Context: an optimization exercise on an open-source flow, tuned for small area, a short achievable clock period and few clock cycles. The choices shown serve that exercise and are no tape-out recipe. No run shown here included a check of the RTL's function; only the layout flow was run. No activity file was given, so power comes from the tool's default toggle rates.

===== design/flow/config.mk =====
export PLATFORM = sky130hd
export DESIGN_NAME = cpu
export DESIGN_NICKNAME = cpu
export VERILOG_FILES = /design/flow/design.v
export SDC_FILE = /design/flow/constraint.sdc
export NUM_CORES = 4
export LEC_CHECK = 0
export ABC_AREA = 1
export CAP_MARGIN = 20
export CORE_MARGIN = 2
export CORE_UTILIZATION = 40
export CTS_CLUSTER_DIAMETER = 100
export CTS_CLUSTER_SIZE = 24
export SETUP_SLACK_MARGIN = 4.5
export SLEW_MARGIN = 20

===== design/flow/constraint.sdc =====
create_clock -name core_clock -period 7.0 [get_ports {clk}]
set_input_delay 1.4000 -clock core_clock [delete_from_list [all_inputs] [get_ports {clk}]]
set_output_delay 1.4000 -clock core_clock [all_outputs]
set_load 0.01 [all_outputs]

===== design/flow/design.v =====
module cpu(clk,reset,N,V,Z, mem_cmd, mem_addr, read_data, write_data);
    input clk, reset;
    input [15:0] read_data;
    output [15:0] write_data;
    output Z, V, N;
    output [8:0] mem_addr;
    output [1:0] mem_cmd;
    localparam [1:0] C_NONE = 2'b00, C_WRITE = 2'b01, C_READ = 2'b10;
    reg [127:0] R;               
    reg        halted;
    reg [1:0]  cmd;              
    reg [8:0]  maddr;            
    reg        isf;              
    reg [7:0]  fpc;              
    reg        fv;               
    reg        ldm_v, ldw_v;     
    reg [2:0]  ldm_rd, ldw_rd;
    reg        fN, fV, fZ;
    assign mem_cmd = cmd;
    assign mem_addr = maddr;
    assign write_data = B;
    assign N = fN;
    assign V = fV;
    assign Z = fZ;
    reg [15:0] IR;
    reg        irv;
    reg [2:0]  bidx;             
    wire [2:0] op = IR[15:13];
    wire [1:0] alu = IR[12:11];
    wire [2:0] rn = IR[10:8];
    wire [2:0] rd = IR[7:5];
    wire [1:0] sh = IR[4:3];
    wire [2:0] rm = IR[2:0];
    wire i_ldr  = ~op[2];
    wire i_str  = op[2] & ~op[1] & ~op[0];
    wire i_alu  = op[2] & ~op[1] & op[0];
    wire i_mov  = op[2] & op[1] & ~op[0];
    wire i_halt = op[2] & op[1] & op[0];
    wire i_movi = i_mov & alu[1];
    wire i_cmp  = i_alu & (alu == 2'b01);
    wire i_add  = i_alu & (alu == 2'b00);
    wire i_and  = i_alu & (alu == 2'b10);
    wire i_mvn  = i_alu & (alu == 2'b11);
    wire i_wr   = i_mov | (i_alu & (alu != 2'b01));
    wire [2:0] dst = i_movi ? rn : rd;
    wire use_rn = i_ldr | i_str | (i_alu & (alu != 2'b11));
    wire use_rm = i_alu | (i_mov & ~alu[1]);
    wire use_rd = i_str;
    reg [15:0] A, B;
    reg        xv;
    reg [2:0]  xop;
    wire x_wr   = ~xop[2];
    wire x_cmp  = xop == 3'b100;
    wire x_ldr  = xop == 3'b101;
    wire x_str  = xop == 3'b110;
    wire x_halt = xop == 3'b111;
    reg [2:0]  x_dst;
    wire [15:0] xres;
    wire rd_x = (use_rn & (rn == x_dst)) | (use_rm & (rm == x_dst)) | (use_rd & (rd == x_dst));
    wire rd_m = (use_rn & (rn == ldm_rd)) | (use_rm & (rm == ldm_rd)) | (use_rd & (rd == ldm_rd));
    wire rd_w = (use_rn & (rn == ldw_rd)) | (use_rm & (rm == ldw_rd)) | (use_rd & (rd == ldw_rd));
    wire i_ldst = i_ldr | i_str;
    wire base_x = xv & x_wr & (x_dst == rn);
    wire r_hazard = (ldm_v & rd_m) | (ldw_v & rd_w) |
                    (i_ldst & base_x & (xop[1:0] != 2'b01));
    wire x_fire = xv & ~halted & ~(ldw_v & x_wr);
    wire r_go = irv & ~halted & ~(xv & x_halt) & (~xv | x_fire) & ~r_hazard;
    reg [15:0] rfa, rfb;
    integer i;
    always @(*) begin
        rfa = 16'b0;
        rfb = 16'b0;
        for (i = 0; i < 8; i = i + 1) begin
            rfa = rfa | ({16{rn == i}} & R[16*i +: 16]);
            rfb = rfb | ({16{bidx == i}} & R[16*i +: 16]);
        end
    end
    wire fa_x = xv & x_wr & (x_dst == rn);
    wire fb_x = xv & x_wr & (x_dst == bidx);
    wire [15:0] ra = fa_x ? xres : rfa;
    wire [15:0] rb = fb_x ? xres : rfb;
    wire s_imm = i_movi;
    wire s_pas = ~i_movi & (i_str | (sh == 2'b00));
    wire s_shl = ~i_movi & ~i_str & (sh == 2'b01);
    wire s_shr = ~i_movi & ~i_str & sh[1];
    wire s_msb = ~i_movi & ~i_str & (sh == 2'b11);
    wire [15:0] imm8 = {{8{IR[7]}}, IR[7:0]};
    wire [15:0] B_n = ({16{s_imm}} & imm8) | ({16{s_pas}} & rb) |
                      ({16{s_shl}} & {rb[14:0], 1'b0}) |
                      ({16{s_shr}} & {s_msb & rb[15], rb[15:1]});
    wire [15:0] A_n = ra ^ {16{i_cmp}};    
    wire [8:0] base = base_x ? B[8:0] : rfa[8:0];
    wire [4:0] ag = base[4:0] & IR[4:0];
    wire [4:0] ap = base[4:0] ^ IR[4:0];
    wire [5:0] ac;
    assign ac[0] = 1'b0;
    assign ac[1] = ag[0];
    assign ac[2] = ag[1] | (ap[1] & ag[0]);
    assign ac[3] = ag[2] | (ap[2] & ag[1]) | (ap[2] & ap[1] & ag[0]);
    assign ac[4] = ag[3] | (ap[3] & ag[2]) | (ap[3] & ap[2] & ag[1]) | (ap[3] & ap[2] & ap[1] & ag[0]);
    assign ac[5] = ag[4] | (ap[4] & ag[3]) | (ap[4] & ap[3] & ag[2]) | (ap[4] & ap[3] & ap[2] & ag[1]) |
                   (ap[4] & ap[3] & ap[2] & ap[1] & ag[0]);
    wire [5:0] alo = {ac[5], ap ^ ac[4:0]};
    wire [3:0] bh = base[8:5];
    wire [3:0] hinc = bh ^ {&bh[2:0], &bh[1:0], bh[0], 1'b1};
    wire [3:0] hdec = bh ^ {~|bh[2:0], ~|bh[1:0], ~bh[0], 1'b1};
    wire [3:0] ahi = (alo[5] == IR[4]) ? base[8:5] : (alo[5] ? hinc : hdec);
    wire [8:0] raddr = {ahi, alo[4:0]};
    wire [15:0] sum = A + B;
    reg [15:0] xres_r;
    always @(*) begin
        case (xop[1:0])
            2'b00: xres_r = sum;
            2'b01: xres_r = B;
            2'b10: xres_r = A & B;
            default: xres_r = ~B;
        endcase
    end
    assign xres = xres_r;
    wire cN = ~sum[15];
    wire cZ = &sum;
    wire cV = (A[15] == B[15]) & (sum[15] != A[15]);
    integer j;
    wire        we = ldw_v | (x_fire & x_wr);
    wire [2:0]  widx = ldw_v ? ldw_rd : x_dst;
    wire [15:0] wd = ldw_v ? read_data : xres;
    always @(posedge clk) begin
        for (j = 0; j < 8; j = j + 1)
            if (we && widx == j) R[16*j +: 16] <= wd;
    end
    wire accept = fv & (~irv | r_go);
    wire reject = fv & irv & ~r_go;
    wire [7:0] nf = reject ? fpc - {6'b0, isf, ~isf} : fpc;
    wire mem_go = r_go & i_ldst;
    wire stop = halted | (x_fire & x_halt);
    always @(posedge clk) begin
        if (accept) begin
            IR <= read_data;
            bidx <= (read_data[15:13] == 3'b100) ? read_data[7:5] : read_data[2:0];
        end
        if (r_go) begin
            A <= A_n;
            B <= B_n;
            xop <= i_add ? 3'b000 : i_mov ? 3'b001 : i_and ? 3'b010 : i_mvn ? 3'b011 :
                   i_cmp ? 3'b100 : i_ldr ? 3'b101 : i_str ? 3'b110 : 3'b111;
            x_dst <= dst;
        end
        if (x_fire & x_cmp) begin
            fN <= cN;
            fV <= cV;
            fZ <= cZ;
        end
        ldm_rd <= rd;
        ldw_rd <= ldm_rd;
    end
    wire mgo = mem_go & ~reset;
    wire [8:0] fa_next = reset ? 9'd0 : {1'b0, nf};
    always @(posedge clk) maddr <= mgo ? raddr : fa_next;
    always @(posedge clk) begin
        if (reset) begin
            irv <= 1'b0;
            xv <= 1'b0;
            halted <= 1'b0;
            cmd <= C_READ;
            isf <= 1'b1;
            fpc <= 8'd1;
            fv <= 1'b0;
            ldm_v <= 1'b0;
            ldw_v <= 1'b0;
        end else begin
            irv <= accept | (irv & ~r_go);
            xv <= r_go | (xv & ~x_fire);
            halted <= stop;
            ldm_v <= mem_go & i_ldr;
            ldw_v <= ldm_v;
            fv <= isf & ~reject;
            if (mem_go) begin
                cmd <= i_ldr ? C_READ : C_WRITE;
                isf <= 1'b0;
                fpc <= nf;
            end else if (stop) begin
                cmd <= C_NONE;
                isf <= 1'b0;
            end else begin
                cmd <= C_READ;
                isf <= 1'b1;
                fpc <= nf + 8'd1;
            end
        end
    end
endmodule

===== design/flow/run.sh =====
#!/bin/bash
# synth_recipe.tcl (not shown) runs the flow's synth.tcl, then flattens the netlist and writes it again
# the make line also repeats each setting of config.mk as NAME=value (left out here)
make -C /OpenROAD-flow-scripts/flow DESIGN_CONFIG=/design/flow/config.mk WORK_HOME=/design/flow/orfs CLKGATE_MAP_FILE= SYNTH_SCRIPT=/design/flow/synth_recipe.tcl finish

==> results of run 1 <==
-- worst min-delay path by stage --
stage	startpoint	to	slack, ps	depth (start not counted)
after floorplan	ldm_rd[0]	ldw_rd[0]	390	0
final	ldm_rd[2]	ldw_rd[2]	420	0
after detailed placement	ldm_rd[2]	ldw_rd[2]	410	0
after CTS	ldm_rd[2]	ldw_rd[2]	430	0
after global routing	ldm_rd[2]	ldw_rd[2]	440	0
after global placement	ldm_rd[2]	ldw_rd[2]	410	0
-- layer usage --
layer	GRT usage (%)	vias to the layer above	part of all wire, %
met3	3.38	133	7.8
met5	0	-	0
met2	40.3	586	47
li1	-	5013	-
met4	10.4	0	5.0
met1	32.6	5113	40
-- cell usage in the layout (no fill, tap or decap), types with 6 or more instances in the layout --
| cell | n |
|---|---|
| o21ai_1 | 12 |
| nand2_4 | 25 |
| edfxtp_1 | 188 |
| nand3_4 | 10 |
| nor2_1 | 66 |
| xor2_2 | 7 |
| o21ai_4 | 18 |
| nand4_1 | 15 |
| o21ai_2 | 17 |
| o22ai_1 | 43 |
| inv_4 | 8 |
| ha_4 | 10 |
| dfxtp_1 | 32 |
| nand3_1 | 65 |
| clkdlybuf4s15_1 | 6 |
| nand3_2 | 27 |
| clkinvlp_4 | 8 |
| buf_6 | 39 |
| clkdlybuf4s50_1 | 17 |
| clkbuf_16 | 14 |
| xor2_1 | 25 |
| nor3_2 | 13 |
| buf_2 | 11 |
| inv_2 | 16 |
| inv_1 | 132 |
| nand2_2 | 50 |
| a221oi_1 | 46 |
| a21oi_2 | 13 |
| nor2_2 | 9 |
| ha_1 | 10 |
| nor2_4 | 13 |
| buf_4 | 124 |
| nand2_1 | 251 |
| xnor2_1 | 10 |
| o21ai_0 | 37 |
| a21oi_1 | 44 |
-- critical path, delay by kind of cell (launching register included) --
kind                     cells  cell delay, ps
AO/OA/AOI/OAI                4             590
AND/OR/NAND/NOR              9             950
adder cells (fa/ha/maj)      1             230
XOR/XNOR                     1             130
buffers and inverters        7             820
flip-flops                   1             560
-- flip-flops by register name, indices dropped and copies added, names as in the netlist --
signal and flops:
maddr 9, fv 1, fV 1, irv 1
A 16, B 16, fN 1, cmd 2
bidx 3, xop 3, R 128, ldw_rd 3
ldw_v 1, fZ 1, xv 1, isf 1
x_dst 3, IR 16, ldm_v 1, halted 1
fpc 8, ldm_rd 3
-- layout make-up --
type                       count  area, um2
multi-input combinational    906       6280
fill                        2619      13700
timing repair inverter         1       8.76
timing repair buffer         207       1790
clock inverter                 6       40.0
tap                          390        488
sequential                   220       6290
inverter                     164        678
clock buffer                  14        329
-- kinds of logic after synthesis --
family,synth area share [%]
adders and majority gates,2.99
DFF,52.2
xor gates and xnor gates,3.27
buffers and inverters,6.73
and+or+nand+nor,20.1
muxes,0.281
AOI/OAI and AO/OA,14.4
-- power breakdown --
group / leakage (uW) / switching (uW) / total, uW / internal (uW)
logic: 0.00413 / 781 / 1320 / 537
clock network: 0.000182 / 445 / 794 / 349
registers: 0.00199 / 60.7 / 1610 / 1550
total: 0.00630 / 1290 / 3720 / 2430
-- stage by stage --
step	utilization [%]	hold WS (ps)	power [uW]
global route	53.7	438	3870
floorplan	-	386	2190
CTS	49.5	425	3470
detailed placement	43.8	411	2470
finish	53.7	424	3720
global placement	43.8	411	2470
-- what timing repair did --
action,4_1_cts,5_1_grt
gates cloned,1,1
endpoints found under the setup margin,263,282
setup buffers,94,45
pin swaps,46,99
gates resized for setup,271,219
hold buffers,0,0
==> impl_metrics.env, run 1 <==
export IMPL_synthArstFlopShare_pct=0
export IMPL_rr_worst_depth=22
export IMPL_fin_nets=1558
export IMPL_grt_pass1_vias=10104
export IMPL_path_cells="buf_6, nand3_4, clkinvlp_4, buf_4, a221oi_1, nand3_1, o21ai_1, inv_1, ha_4, a21oi_2, inv_1, nand2_1, inv_2, or2_4, nand2_4, nand2_4, nor2_4, buf_4, nor2_4, xor2_1, nand2_1, o21ai_0"
export IMPL_worst_pin_slew_ps=780
export IMPL_place_area_um2=13000
export IMPL_cts_tree="yes"
export IMPL_synth_nets=1376
export IMPL_fmax_mhz=292
export IMPL_clock_root_buffer="clkbuf_16"
export IMPL_slew_viol_final=0
export IMPL_ys_seq_area_share_pct=52.2
export IMPL_power_density_nw_per_um2=234
export IMPL_p_leak_uw=0.00630
export IMPL_irDropWorstVdd_mv=0.146
export IMPL_rows=63
export IMPL_crit_path_max_fanout=6
export IMPL_crit_end="maddr[5]"
export IMPL_fp_dieArea_um2=31500
export IMPL_synthToLayoutAreaGrowth_pct=32.1
export IMPL_worst_slack_ps=3580
export IMPL_synth_top_area_share_pct=46.9
export IMPL_start_kind="flip-flop"
export IMPL_reg2reg_setup_slack_ps=3580
export IMPL_fp_dieW_um=177
export IMPL_wl_per_cell_um=21.3
export IMPL_io_buffers=47
export IMPL_dpl_worst_slack_ps=3120
export IMPL_r2r_end="maddr[5]"
export IMPL_critPathSlowestCell="edfxtp_1"
export IMPL_grt_util_all_layers_pct=24.6
export IMPL_path_clk_slew_ps=110
export IMPL_htreeDepth=1
export IMPL_grt_pass1_wl_um=59000
export IMPL_netlist_top_cells_count="nand2_1 (318), edfxtp_1 (188), inv_1 (150)"
export IMPL_crit_arrival_ps=3800
export IMPL_routed_via_count=10845
export IMPL_dp_cells=1747
export IMPL_setup_viol=0
export IMPL_grt_ovfl_total=0
export IMPL_clock_sinks=220
export IMPL_synthCells=1331
export IMPL_crit_type="reg -> reg"
export IMPL_layout_min_cycle_time_ps=3420
export IMPL_coreArea_um2=29600
export IMPL_cp_required_ps=7380
export IMPL_syn_area_per_cell_um2=9.04
export IMPL_finalCritPeriodShare_pct=48.9
export IMPL_cts_inserted_buffers=13
export IMPL_synth_edff_count=188
export IMPL_post_layout_nonfiller_instances=1908
export IMPL_cts_buffer_depth=3
export IMPL_antenna_cells=0
export IMPL_hold_viol=0
export IMPL_clock_latency_ps=500
export IMPL_yosysMostFrequentCell="nand2_1"
export IMPL_final_area_um2=15900
export IMPL_drc=0
export IMPL_end_kind="flip-flop"
export IMPL_cap_violations=0
export IMPL_slowest_delay_ps=560
export IMPL_yosys_area_top_type="edfxtp_1"
export IMPL_vias_per_cell=5.68
export IMPL_outcome="finished clean"
export IMPL_grt_max_degree=41
export IMPL_slew_headroom_pct=48.0
export IMPL_drtAntennaViolNets=0
export IMPL_rsz0062_at_grt="yes"
export IMPL_synth_distinct_cells=57
export IMPL_syn_area_um2=12000
export IMPL_antenna_found_initial=0
export IMPL_ys_flop_type="edfxtp_1"
export IMPL_yosys_top_cells_area="edfxtp_1 (47%), nand2_1 (9.9%), dfxtp_1 (5.3%)"
export IMPL_dp_hpwl_um=26400
export IMPL_drtPass1Iterations=9
export IMPL_r2r_start="IR[8]"
export IMPL_tns_ps=0
export IMPL_place_gp_congestion=0.937
export IMPL_postRouteWirelength_um=40600
export IMPL_finClkSkew_ps=19.5
export IMPL_start_util_pct=40.6
export IMPL_hp_class="reg -> reg"
export IMPL_crit_start="IR[8]"
export IMPL_ios=48
export IMPL_die_h_um=177
export IMPL_drtIter0Drc=1404
export IMPL_yosys_warnings=1
export IMPL_drive_gt1_share_pct=31.6
export IMPL_ys_ff_latch=220
==> run 2: changes to the inputs <==
--- a/design/flow/config.mk
+++ b/design/flow/config.mk
@@ -5,7 +5,7 @@
 export SDC_FILE = /design/flow/constraint.sdc
 export NUM_CORES = 4
 export LEC_CHECK = 0
-export ABC_AREA = 1
+export ABC_AREA = 0
 export CAP_MARGIN = 20
 export CORE_MARGIN = 2
 export CORE_UTILIZATION = 40
==> run 2 against run 1 <==
Still clean on timing, DRC and antenna. Sequential cell count stayed put. Non-clock buffer count is 2 higher. Fmax is 2.7% lower. Critical path depth is 7 lower. Core utilization is 0.19 points higher. Die area is 3.9% higher. Area after synthesis is 4.0% higher. Count of clock-buffer cells in the layout is 2 higher. Final cell count is 12% lower. Largest cell class is now multi-input combinational cells.
==> impl_metrics.env, run 2 <==
export IMPL_outcome="finished clean"
export IMPL_finClkSkew_ps=24.5
export IMPL_synthArstFlopShare_pct=0
export IMPL_vias_per_cell=6.18
export IMPL_switching_share_pct=33.8
export IMPL_rows=64
export IMPL_clock_sinks=220
export IMPL_postRouteWirelength_um=41400
export IMPL_die_h_um=181
export IMPL_reg2reg_setup_slack_ps=3490
export IMPL_r2r_end="fpc[2]"
export IMPL_crit_type="reg -> reg"
export IMPL_grt_pass1_wl_um=61000
export IMPL_rsz0062_at_grt="yes"
export IMPL_p_leak_uw=0.00580
export IMPL_io_buffers=47
export IMPL_layout_min_cycle_time_ps=3510
export IMPL_yosys_top_cells_area="edfxtp_1 (45%), dfxtp_1 (5.1%), mux2i_1 (3.8%)"
export IMPL_start_kind="flip-flop"
export IMPL_fp_dieW_um=181
export IMPL_wl_per_cell_um=24.6
export IMPL_ys_flop_type="edfxtp_1"
export IMPL_hold_buffers=0
export IMPL_synthCells=1121
export IMPL_cp_required_ps=7370
export IMPL_hold_viol=0
export IMPL_synth_edff_count=188
export IMPL_top_register="R"
export IMPL_synth_nets=1166
export IMPL_yosys_warnings=1
export IMPL_end_kind="flip-flop"
export IMPL_place_gp_congestion=0.876
export IMPL_path_clk_slew_ps=110
export IMPL_antenna_cells=0
export IMPL_whs_path_depth=0
export IMPL_power_uw=3880
export IMPL_grt_ovfl_total=0
export IMPL_yosys_area_top_type="edfxtp_1"
export IMPL_final_cell_mix="edfxtp_1 (188), buf_4 (104), nor2_1 (83), nand2_1 (76), buf_6 (49)"
export IMPL_drtPass1Iterations=5
export IMPL_worst_pin_slew_ps=875
export IMPL_slew_viol_final=0
export IMPL_grt_util_all_layers_pct=24.2
export IMPL_r2r_start="IR[10]"
export IMPL_drtAntennaViolNets=0
export IMPL_final_common_cell="edfxtp_1"
export IMPL_netlist_top_cells_count="edfxtp_1 (188), nor2_1 (97), nand2_1 (90)"
export IMPL_syn_area_per_cell_um2=11.2
export IMPL_cts_inserted_buffers=13
export IMPL_p_int_uw=2570
export IMPL_drive_gt1_share_pct=33.9
export IMPL_pwr_share_clk_pct=21.0
export IMPL_grt_pass1_vias=9825
export IMPL_cts_buffer_depth=3
export IMPL_min_from="ldm_rd[2]"
export IMPL_final_core_util_pct=53.9
export IMPL_hp_class="reg -> reg"
export IMPL_irDropWorstVdd_mv=0.126
export IMPL_slowest_delay_ps=480
export IMPL_fin_nets=1326
export IMPL_worstHoldEndpoint="ldw_rd[2]"
export IMPL_nFillCells=2518
export IMPL_crit_path_max_fanout=8
export IMPL_setup_viol=0
export IMPL_coreArea_um2=30700
export IMPL_critPathSlowestCell="or4_4"
export IMPL_start_util_pct=40.8
export IMPL_clock_latency_ps=500
export IMPL_routed_via_count=10383
export IMPL_ys_seq_area_share_pct=50.2
export IMPL_antenna_found_initial=1
export IMPL_drc=0
export IMPL_ios=48
export IMPL_fp_dieArea_um2=32700
export IMPL_ys_ff_latch=220
export IMPL_tns_ps=0
export IMPL_htreeDepth=1
export IMPL_synth_top_area_share_pct=45.1
export IMPL_clock_root_buffer="clkbuf_16"
export IMPL_rr_worst_depth=15
export IMPL_cts_tree="yes"
export IMPL_grt_max_degree=43
export IMPL_syn_area_um2=12500
export IMPL_slew_headroom_pct=41.1
export IMPL_p_seq_share_pct=41.9
export IMPL_power_density_nw_per_um2=235
export IMPL_synthToLayoutAreaGrowth_pct=31.9
export IMPL_crit_arrival_ps=3880
export IMPL_dp_hpwl_um=26000
export IMPL_crit_top_cell="buf_6"
export IMPL_power_frac_comb_pct=37.1
export IMPL_drtIter0Drc=1082
export IMPL_finalCritPeriodShare_pct=50.2
export IMPL_largest_reg_flops=128
export IMPL_path_cells="buf_6, buf_12, xor2_4, or4_4, buf_12, o2111ai_4, o41a_1, buf_6, o21ai_4, ha_4, buf_6, or4_4, a21oi_2, xnor2_1, nor2_1"
export IMPL_yosysMostFrequentCell="edfxtp_1"
export IMPL_cap_violations=0
export IMPL_synth_distinct_cells=73
export IMPL_p_sw_uw=1310
export IMPL_fmax_mhz=285
run 2: how the worst max path moves through the flow:
stage,startpoint,endpoint
after floorplan,IR[8],maddr[8]
after global placement,IR[10],fpc[7]
after detailed placement,IR[10],maddr[8]
after CTS,IR[9],maddr[8]
after global routing,IR[10],fpc[2]
final,IR[10],fpc[2]
run 2: repair_timing:
action / in CTS / in global routing
gates resized for setup: 268 / 127
endpoints found under the setup margin: 302 / 240
cloned: 9 / 2
pin swaps: 47 / 46
buffers inserted: 96 / 43
run 2: cell type report:
type                       instances  area (um2)  share of cell area [%]
multi-input combinational        812        7150                    43.3
sequential                       220        6290                    38.1
timing repair buffer             209        1990                    12.0
tap                              396         495                    3.00
clock buffer                      16         358                    2.17
timing repair inverter             6         101                   0.614
inverter                          19        98.8                   0.598
clock inverter                     3        32.5                   0.197
run 2: per-stage QoR:
stage	hold slack [ps]	instance area (um2)	instances	setup slack, ps
6_report	430	16500	1681	3490
5_1_grt	440	16500	1681	3420
4_1_cts	426	15600	1636	3590
3_5_place_dp	418	13600	1512	2690
3_3_place_gp	430	13600	1512	2790
2_1_floorplan	397	12800	1121	3600
run 2: cell families (layout without fill, tap and decap cells):
logic type,count (synthesis),count (layout),share of synthesized area (%)
buffers and inverters,91,253,2.91
xor gates and xnor gates,83,83,5.81
muxes,102,102,10.5
DFF,220,220,50.2
and+or+nand+nor,306,308,11.6
adders and majority gates,27,27,2.88
AOI/OAI and AO/OA,292,292,16.1
run 2: metal layers:
layer / GRT usage, % / share of wire (%) / wire (um) / up-vias
met4: 7.03 / 2.9 / 1200 / 0
met1: 33.8 / 42 / 17300 / 5247
met3: 3.39 / 7.9 / 3260 / 58
met5: 0 / 0 / 0 / -
li1: - / - / - / 4610
met2: 39.3 / 47 / 19600 / 468
run 2: power by group through the flow:
| stage | combinational, uW | sequential, uW | clock, uW |
|---|---|---|---|
| 2_1_floorplan | 672 | 1630 | 0 |
| 3_3_place_gp | 924 | 1670 | 0 |
| 6_report | 1440 | 1630 | 814 |
| 3_5_place_dp | 931 | 1670 | 0 |
| 5_1_grt | 1530 | 1640 | 868 |
| 4_1_cts | 1230 | 1620 | 829 |
run 2: critical path, delay by kind of cell (launching register included):
family	cells	cell delay [ps]
AND/OR/NAND/NOR	3	1010
AO/OA/AOI/OAI	4	740
buffers and inverters	5	710
flip-flops	1	420
XOR/XNOR	2	320
adder cells (fa/ha/maj)	1	170

afterwards: timing with drivers on the ports:
The results above use ideal ports. As a check the final layouts listed here were re-extracted and re-timed, cells and wires unchanged.
Step 1: set_driving_cell puts a clkbuf_16 on clk and a buf_2 on each other input, an assumption about the parent block.
Step 2 moves the port delays by t, midway between the first and last clock arrival at a register: inputs arrive t later, outputs are due t later. That takes back most of the time a late clock gives input paths.
Slacks: no drivers / after step 1 / after step 2; pairs: no drivers / after step 1.
| run | shift t [ns] | setup WS [ns] | hold WS [ns] | pins driven straight from the clock port |
|---|---|---|---|---|
| run 1 | 0.534 | 3.580 / 3.580 / 3.580 | 0.424 / 0.424 / 0.424 | 1 |
| run 2 | 0.540 | 3.486 / 3.486 / 3.486 | 0.430 / 0.430 / 0.430 | 1 |
After both steps setup and hold are still met in every run listed.
